Source: an optimization exercise on an open RTL-to-GDS flow (aim: small area and a short achievable clock period). Production flows keep margins and buffers that such runs may drop. In this exercise RTL edits were held to simulation tests only and were not proved equivalent to the original.

==> inputs of try-cedar <==
Design PE, start of the top module:
module PE (input [31:0] x, input [31:0] w, input [31:0] acc, output reg [31:0] res, input clk, output reg [31:0] wout);
==> flow/config.mk <==
export PLATFORM = sky130hd
export DESIGN_NAME = PE
export DESIGN_NICKNAME = PE
export VERILOG_FILES = /design/flow/design.v
export SDC_FILE = /design/flow/constraint.sdc
export NUM_CORES = 4
export LEC_CHECK = 0
export CAP_MARGIN = 20
export CORE_MARGIN = 2
export CORE_UTILIZATION = 60
export SLEW_MARGIN = 20
export SYNTH_HIERARCHICAL = 1
export SYNTH_MINIMUM_KEEP_SIZE = 0
==> flow/constraint.sdc <==
create_clock -name core_clock -period 18.0 [get_ports {clk}]
set_input_delay 3.6000 -clock core_clock [delete_from_list [all_inputs] [get_ports {clk}]]
set_output_delay 3.6000 -clock core_clock [all_outputs]
set_load 0.01 [all_outputs]
standard.sh (not shown) runs the stock make flow with config.mk's settings and CLKGATE_MAP_FILE= SYNTH_SCRIPT=/design/flow/synth_recipe.tcl, a recipe that flattens the netlist after the stock synthesis.
==> flow/flow/run.sh <==
#!/bin/bash
# The standard layout, with repair_timing asked to keep a setup margin, so that
# the timing repair also works on paths that already meet the 18 ns clock.
set -euo pipefail
MARGIN=$(cat flow/margin.txt)
bash standard.sh SETUP_SLACK_MARGIN=$MARGIN finish > flow_make.log 2>&1
==> flow/flow/margin.txt <==
11
==> inputs of try-amber, as changes to try-cedar <==
--- a/flow/design.v
+++ b/flow/design.v
@@ -1,31 +1,28 @@
-module mult32 (input [31:0] a, input [31:0] b,
-               output        zs,      
-               output [7:0]  ze,      
-               output [22:0] zf,      
-               output        zzero,   
-               output        zinf,    
-               output        znan,    
-               output [9:0]  f0,      
-               output [1:0]  k);
-  wire       s  = a[31] ^ b[31];
+module mul_a (input [31:0] a, input [31:0] b,
+              output [47:0] sn,      
+              output [47:0] cn,
+              output [8:0]  e2,      
+              output        s,       
+              output        in_nan,  
+              output        in_inf,  
+              output        in_zero, 
+              output        st);     
   wire [7:0] ea = a[30:23];
   wire [7:0] eb = b[30:23];
   wire       fa_nz = |a[22:0];
   wire       fb_nz = |b[22:0];
   wire       a_max = &ea;
   wire       b_max = &eb;
-  wire       a_nan = a_max & fa_nz;
-  wire       b_nan = b_max & fb_nz;
   wire       a_zero = ~|ea & ~fa_nz;
   wire       b_zero = ~|eb & ~fb_nz;
-  wire [47:0] ps, pc;
-  mul24 u_mul (.a({1'b1, a[22:0]}), .b({1'b1, b[22:0]}), .s(ps), .c(pc));
-  wire [47:0] p = ps + pc;
-  wire        hi = p[47];
-  wire        g  = p[23];
-  wire        r  = p[22];
+  mul24 u_mul (.a({1'b1, a[22:0]}), .b({1'b1, b[22:0]}), .sn(sn), .cn(cn));
+  assign s       = a[31] ^ b[31];
+  assign e2      = {1'b0, ea} + {1'b0, eb};
+  assign in_nan  = (a_max & fa_nz) | (b_max & fb_nz) | (a_max & b_zero) | (b_max & a_zero);
+  assign in_inf  = a_max | b_max;
+  assign in_zero = a_zero | b_zero;
   reg  [4:0]  tza, tzb;
   integer i;
   always @* begin
     tza = 5'd23;
     tzb = 5'd23;
@@ -33,11 +30,28 @@
       if (a[i]) tza = i[4:0];
       if (b[i]) tzb = i[4:0];
     end
   end
   wire [5:0]  tz = {1'b0, tza} + {1'b0, tzb};
-  wire        st = tz < 6'd22;
+  assign st = tz < 6'd22;
+endmodule
+module mul_b (input [47:0] sn, input [47:0] cn, input [8:0] e2, input s,
+              input in_nan, input in_inf, input in_zero, input st,
+              output        zs,      
+              output [7:0]  ze,      
+              output [22:0] zf,      
+              output        zzero,   
+              output        zinf,    
+              output        znan,    
+              output [9:0]  f0,      
+              output [1:0]  k);
+  wire [47:0] ps = ~sn;
+  wire [47:0] pc = ~cn;
+  wire [47:0] p = ps + pc;
+  wire        hi = p[47];
+  wire        g  = p[23];
+  wire        r  = p[22];
   wire [47:0] h = ps ^ pc;
   wire [47:0] gg = ps & pc;
   wire [47:0] q = h ^ {gg[46:0], 1'b0};
   reg  [22:0] q_run;    
   integer j;
@@ -50,14 +64,12 @@
   wire        inc_lo = g & (r | st);
   wire [22:0] carry_hi = {23{inc_hi}} & ({q_run[21:0], 1'b1} & {{22{p[24]}}, 1'b1});
   wire [22:0] f_hi = p[46:24] ^ carry_hi;
   wire [22:0] f_lo = {p[45:24], inc_lo};
   wire        ones_46_26 = &q[46:26];
-  wire        ec_hi = 1'b0;
   wire        ec_lo = inc_lo & p[24] & q[25] & ones_46_26;
-  wire        ec = hi ? ec_hi : ec_lo;
-  wire [8:0]  e2 = {1'b0, ea} + {1'b0, eb};
+  wire        ec = ~hi & ec_lo;
   wire [9:0]  tm = {1'b0, e2} - 10'd1;
   wire [9:0]  t0 = {1'b0, e2};
   wire [9:0]  tp = {1'b0, e2} + 10'd1;
   wire        uf_m = tm[9] | (tm < 10'd127);
   wire        uf_0 = t0 < 10'd127;
@@ -70,21 +82,18 @@
   wire        of = (k == 2'd0) ? of_m : (k == 2'd1) ? of_0 : of_p;
   wire [7:0]  ec0 = tm[7:0] + 8'd130;
   wire [7:0]  ec1 = t0[7:0] + 8'd130;
   wire [7:0]  ec2 = tp[7:0] + 8'd130;
   assign f0  = tm - 10'd126;
-  wire        in_nan = a_nan | b_nan | (a_max & b_zero) | (b_max & a_zero);
-  wire        in_inf = a_max | b_max;
-  wire        in_zero = a_zero | b_zero;
   assign znan  = in_nan;
   assign zinf  = ~in_nan & (in_inf | (~in_zero & ~uf & of));
   assign zzero = ~in_nan & ~in_inf & (in_zero | uf);
   assign zs = in_nan | (s & ~(~in_inf & ~in_zero & uf));
   assign ze = (k == 2'd0) ? ec0 : (k == 2'd1) ? ec1 : ec2;
   assign zf = hi ? f_hi : f_lo;
 endmodule
-module mul24 (input [23:0] a, input [23:0] b, output [47:0] s, output [47:0] c);
+module mul24 (input [23:0] a, input [23:0] b, output [47:0] sn, output [47:0] cn);
   wire [23:0] an = ~a;
   wire [23:0] bn = ~b;
   wire pp1 = ~(a[0] & b[0]);
   wire pp2 = ~(a[1] & b[0]);
   wire pp3 = ~(a[2] & b[0]);
@@ -1624,12 +1633,12 @@
   fa_cell us1536 (.a(s1450), .b(c1367), .ci(c1449), .s(s1536), .co(c1537));
   wire s1538, c1539;
   fa_cell us1538 (.a(s1452), .b(c1369), .ci(c1451), .s(s1538), .co(c1539));
   wire s1540, c1541;
   fa_cell us1540 (.a(bn[22]), .b(an[22]), .ci(c1453), .s(s1540), .co(c1541));
-  assign s = ~{1'b1, c1541, c1539, c1537, c1535, c1533, c1531, c1529, c1527, c1525, c1523, c1521, c1519, c1517, c1515, c1513, c1511, c1509, c1507, c1505, c1503, c1501, c1499, c1497, c1495, c1493, c1491, c1489, c1487, c1485, c1483, c1481, c1479, c1477, c1475, c1473, c1471, c1469, c1467, c1465, c1463, c1461, c1459, c1457, c1455, s1454, pp2, pp1};
-  assign c = ~{1'b1, 1'b0, s1540, s1538, s1536, s1534, s1532, s1530, s1528, s1526, s1524, s1522, s1520, s1518, s1516, s1514, s1512, s1510, s1508, s1506, s1504, s1502, s1500, s1498, s1496, s1494, s1492, s1490, s1488, s1486, s1484, s1482, s1480, s1478, s1476, s1474, s1472, s1470, s1468, s1466, s1464, s1462, s1460, s1458, s1456, pp47, pp24, 1'b1};
+  assign sn = {1'b1, c1541, c1539, c1537, c1535, c1533, c1531, c1529, c1527, c1525, c1523, c1521, c1519, c1517, c1515, c1513, c1511, c1509, c1507, c1505, c1503, c1501, c1499, c1497, c1495, c1493, c1491, c1489, c1487, c1485, c1483, c1481, c1479, c1477, c1475, c1473, c1471, c1469, c1467, c1465, c1463, c1461, c1459, c1457, c1455, s1454, pp2, pp1};
+  assign cn = {1'b1, 1'b0, s1540, s1538, s1536, s1534, s1532, s1530, s1528, s1526, s1524, s1522, s1520, s1518, s1516, s1514, s1512, s1510, s1508, s1506, s1504, s1502, s1500, s1498, s1496, s1494, s1492, s1490, s1488, s1486, s1484, s1482, s1480, s1478, s1476, s1474, s1472, s1470, s1468, s1466, s1464, s1462, s1460, s1458, s1456, pp47, pp24, 1'b1};
 endmodule
 module fa_cell (input a, input b, input ci, output s, output co);
   assign s  = a ^ b ^ ci;
   assign co = (a & b) | (a & ci) | (b & ci);
 endmodule
@@ -1639,11 +1648,11 @@
 endmodule
 module add_pre (input as, input [7:0] ae, input [22:0] af,
                 input a_zero, input a_inf, input a_nan,
                 input [9:0] f0, input [1:0] k, input [31:0] b,
                 output sx, output sy, output [7:0] ex, output [22:0] fx,
-                output [22:0] fy, output [7:0] d,
+                output [26:0] sh, output [7:0] d,
                 output r_nan, output r_inf, output r_zz, output r_pass);
   wire        sb = b[31];
   wire [7:0]  eb = b[30:23];
   wire [22:0] bf = b[22:0];
   wire        fb_nz = |bf;
@@ -1667,22 +1676,22 @@
   wire       xs = a_inf | (~b_max & (b_zero | (~a_zero & xa)));
   assign sx = xs ? as : sb;
   assign sy = xs ? sb : as;
   assign ex = xs ? ae : eb;
   assign fx = xs ? af : bf;
-  assign fy = xs ? bf : af;
+  wire [22:0] fy = xs ? bf : af;
+  wire [26:0] my  = {1'b1, fy, 3'b000};
+  wire [26:0] sh0 = ((|d[7:5]) | (d[4:0] > 5'd26)) ? 27'd0 : (my >> d[4:0]);
+  assign sh = {sh0[26:1], sh0[0] | sh0[1]};
 endmodule
 module adder32 (input sx, input sy, input [7:0] ex, input [22:0] fx,
-                input [22:0] fy, input [7:0] d,
+                input [26:0] sh, input [7:0] d,
                 input r_nan, input r_inf, input r_zz, input r_pass,
                 output reg [31:0] z);
   wire        sub = sx ^ sy;
-  wire        a_eq = ~|d & (fx == fy);
+  wire        a_eq = ~|d & (fx == sh[25:3]);
   wire [26:0] mx  = {1'b1, fx, 3'b000};
-  wire [26:0] my  = {1'b1, fy, 3'b000};
-  wire [26:0] sh0 = ((|d[7:5]) | (d[4:0] > 5'd26)) ? 27'd0 : (my >> d[4:0]);
-  wire [26:0] sh  = {sh0[26:1], sh0[0] | sh0[1]};
   wire [27:0] t   = sub ? ({1'b0, mx} - {1'b0, sh}) : ({1'b0, mx} + {1'b0, sh});
   wire        c   = t[27];
   wire        n1  = ~t[27] & ~t[26];
   wire [23:0] mf  = c ? t[27:4] : (n1 ? {t[25:4], t[2], 1'b0} : {t[26:4], t[2]});
   wire        gf  = c ? t[3] : t[2];
@@ -1701,11 +1710,11 @@
   wire        of1 = c ? (ex >= 8'd253) : (~n1 & (ex == 8'd254));
   wire [7:0]  ef  = ecf ? ef1 : ef0;
   wire        uff = ecf ? uf1 : uf0;
   wire        off = ecf ? of1 : of0;
   wire [24:0] xn  = {1'b1, fx, 1'b0};
-  wire [24:0] yn  = d[0] ? {2'b01, fy} : {1'b1, fy, 1'b0};
+  wire [24:0] yn  = sh[26:2];
   wire [25:0] t1  = {1'b0, xn} - {1'b0, yn};
   wire [25:0] t2  = {1'b0, yn} - {1'b0, xn};
   wire        neg = t1[25];
   wire [24:0] tn  = neg ? t2[24:0] : t1[24:0];
   wire        sn  = neg ? sy : sx;
@@ -1763,38 +1772,55 @@
     else
       z = {sr, er, mr[22:0]};
   end
 endmodule
 module PE (input [31:0] x, input [31:0] w, input [31:0] acc, output reg [31:0] res, input clk, output reg [31:0] wout);
-  reg  [31:0] x_q;
-  reg         sx_q, sy_q, rnan_q, rinf_q, rzz_q, rpass_q;
-  reg  [7:0]  ex_q, d_q;
-  reg  [22:0] fx_q, fy_q;
+  wire [47:0] sn, cn;
+  wire [8:0]  e2;
+  wire        ms, mnan, minf, mzero, mst;
+  reg  [47:0] sn_q, cn_q;
+  reg  [8:0]  e2_q;
+  reg         ms_q, mnan_q, minf_q, mzero_q, mst_q;
+  mul_a ma (.a(x), .b(w), .sn(sn), .cn(cn), .e2(e2), .s(ms), .in_nan(mnan), .in_inf(minf),
+            .in_zero(mzero), .st(mst));
   wire        ps, pzero, pinf, pnan;
   wire [7:0]  pe;
   wire [22:0] pf;
   wire [9:0]  f0;
   wire [1:0]  k;
   wire        sx, sy, rnan, rinf, rzz, rpass;
   wire [7:0]  ex, d;
-  wire [22:0] fx, fy;
-  wire [31:0] sum;
-  mult32 m1 (.a(x_q), .b(wout), .zs(ps), .ze(pe), .zf(pf), .zzero(pzero), .zinf(pinf),
-             .znan(pnan), .f0(f0), .k(k));
+  wire [22:0] fx;
+  wire [26:0] sh;
+  reg         sx_q, sy_q, rnan_q, rinf_q, rzz_q, rpass_q;
+  reg  [7:0]  ex_q, d_q;
+  reg  [22:0] fx_q;
+  reg  [26:0] sh_q;
+  mul_b mb (.sn(sn_q), .cn(cn_q), .e2(e2_q), .s(ms_q), .in_nan(mnan_q), .in_inf(minf_q),
+            .in_zero(mzero_q), .st(mst_q), .zs(ps), .ze(pe), .zf(pf), .zzero(pzero), .zinf(pinf),
+            .znan(pnan), .f0(f0), .k(k));
   add_pre p1 (.as(ps), .ae(pe), .af(pf), .a_zero(pzero), .a_inf(pinf), .a_nan(pnan),
-              .f0(f0), .k(k), .b(acc), .sx(sx), .sy(sy), .ex(ex), .fx(fx), .fy(fy), .d(d),
+              .f0(f0), .k(k), .b(acc), .sx(sx), .sy(sy), .ex(ex), .fx(fx), .sh(sh), .d(d),
               .r_nan(rnan), .r_inf(rinf), .r_zz(rzz), .r_pass(rpass));
-  adder32 a1 (.sx(sx_q), .sy(sy_q), .ex(ex_q), .fx(fx_q), .fy(fy_q), .d(d_q),
+  wire [31:0] sum;
+  adder32 a1 (.sx(sx_q), .sy(sy_q), .ex(ex_q), .fx(fx_q), .sh(sh_q), .d(d_q),
               .r_nan(rnan_q), .r_inf(rinf_q), .r_zz(rzz_q), .r_pass(rpass_q), .z(sum));
   always @(posedge clk) begin
-    x_q     <= x;
     wout    <= w;
+    sn_q    <= sn;
+    cn_q    <= cn;
+    e2_q    <= e2;
+    ms_q    <= ms;
+    mnan_q  <= mnan;
+    minf_q  <= minf;
+    mzero_q <= mzero;
+    mst_q   <= mst;
     sx_q    <= sx;
     sy_q    <= sy;
     ex_q    <= ex;
     fx_q    <= fx;
-    fy_q    <= fy;
+    sh_q    <= sh;
     d_q     <= d;
     rnan_q  <= rnan;
     rinf_q  <= rinf;
     rzz_q   <= rzz;
     rpass_q <= rpass;
==> qor summary <==
Status: try-amber finished clean; try-cedar finished clean
Multi-input combinational gate total: try-amber 3628; try-cedar 3775
Portion of the layout cell area used by clock cells: try-amber 0.02379; try-cedar 0.01422
Final critical-path setup slack: try-amber 10.87 ns; try-cedar 9.948 ns
Clock tree skew after final layout: try-amber 0.02280 ns; try-cedar 0.02429 ns
Number of detailed-route iterations in the first pass: try-amber 9; try-cedar 8
Via count of the first global-routing pass: try-amber 36093; try-cedar 36574
Number of cells after detailed placement: try-amber 5354; try-cedar 5392
DIE HEIGHT: try-amber 261.1 um; try-cedar 255.1 um
Launch point of the worst reg-to-reg path: try-amber fx_q[5]$_DFF_P_; try-cedar wout[11]$_DFF_P_
Die outline width: try-amber 261.1 um; try-cedar 255.1 um
Worst Setup EP: try-amber cn_q[28]$_DFF_P_; try-cedar fx_q[8]$_DFF_P_
Global-route track usage on met1: try-amber 0.5551; try-cedar 0.5598
Die outline area: try-amber 68190 um2; try-cedar 65100 um2
Global-route usage over all layers: try-amber 0.4453; try-cedar 0.4455
Number of inverters outside the clock class in the layout: try-amber 389; try-cedar 400
Clock slew at the register clock pins of the worst setup and hold paths: try-amber 0.06 ns; try-cedar 0.09 ns

==> port drivers added, routing unchanged <==
The results above use ideal ports. As a check the final layouts listed here were re-extracted and re-timed, cells and wires unchanged.
Step 1 assumes that a clkbuf_16 drives the clock port and a buf_2 every other input.
Step 2 also shifts input and output timing later by t, the mid clock arrival at the registers, as if the neighbouring blocks saw the same clock.
Three values: ideal, step 1, step 2; two values: the first two.
run	shift t [ns]	setup slack, ns	latest minus earliest clock arrival (ns)	worst data-port slew with drivers (ns)	pins driven straight from the clock port
try-cedar	0.583	9.948 / 9.948 / 9.948	0.025 / 0.025	0.10	1
try-amber	0.661	10.867 / 10.912 / 10.251	0.023 / 0.023	0.15	1
After both steps every run listed still meets setup and hold. The setup slack of try-amber, which loses most, moves by +0.045 ns with the drivers and by -0.616 ns with both steps.
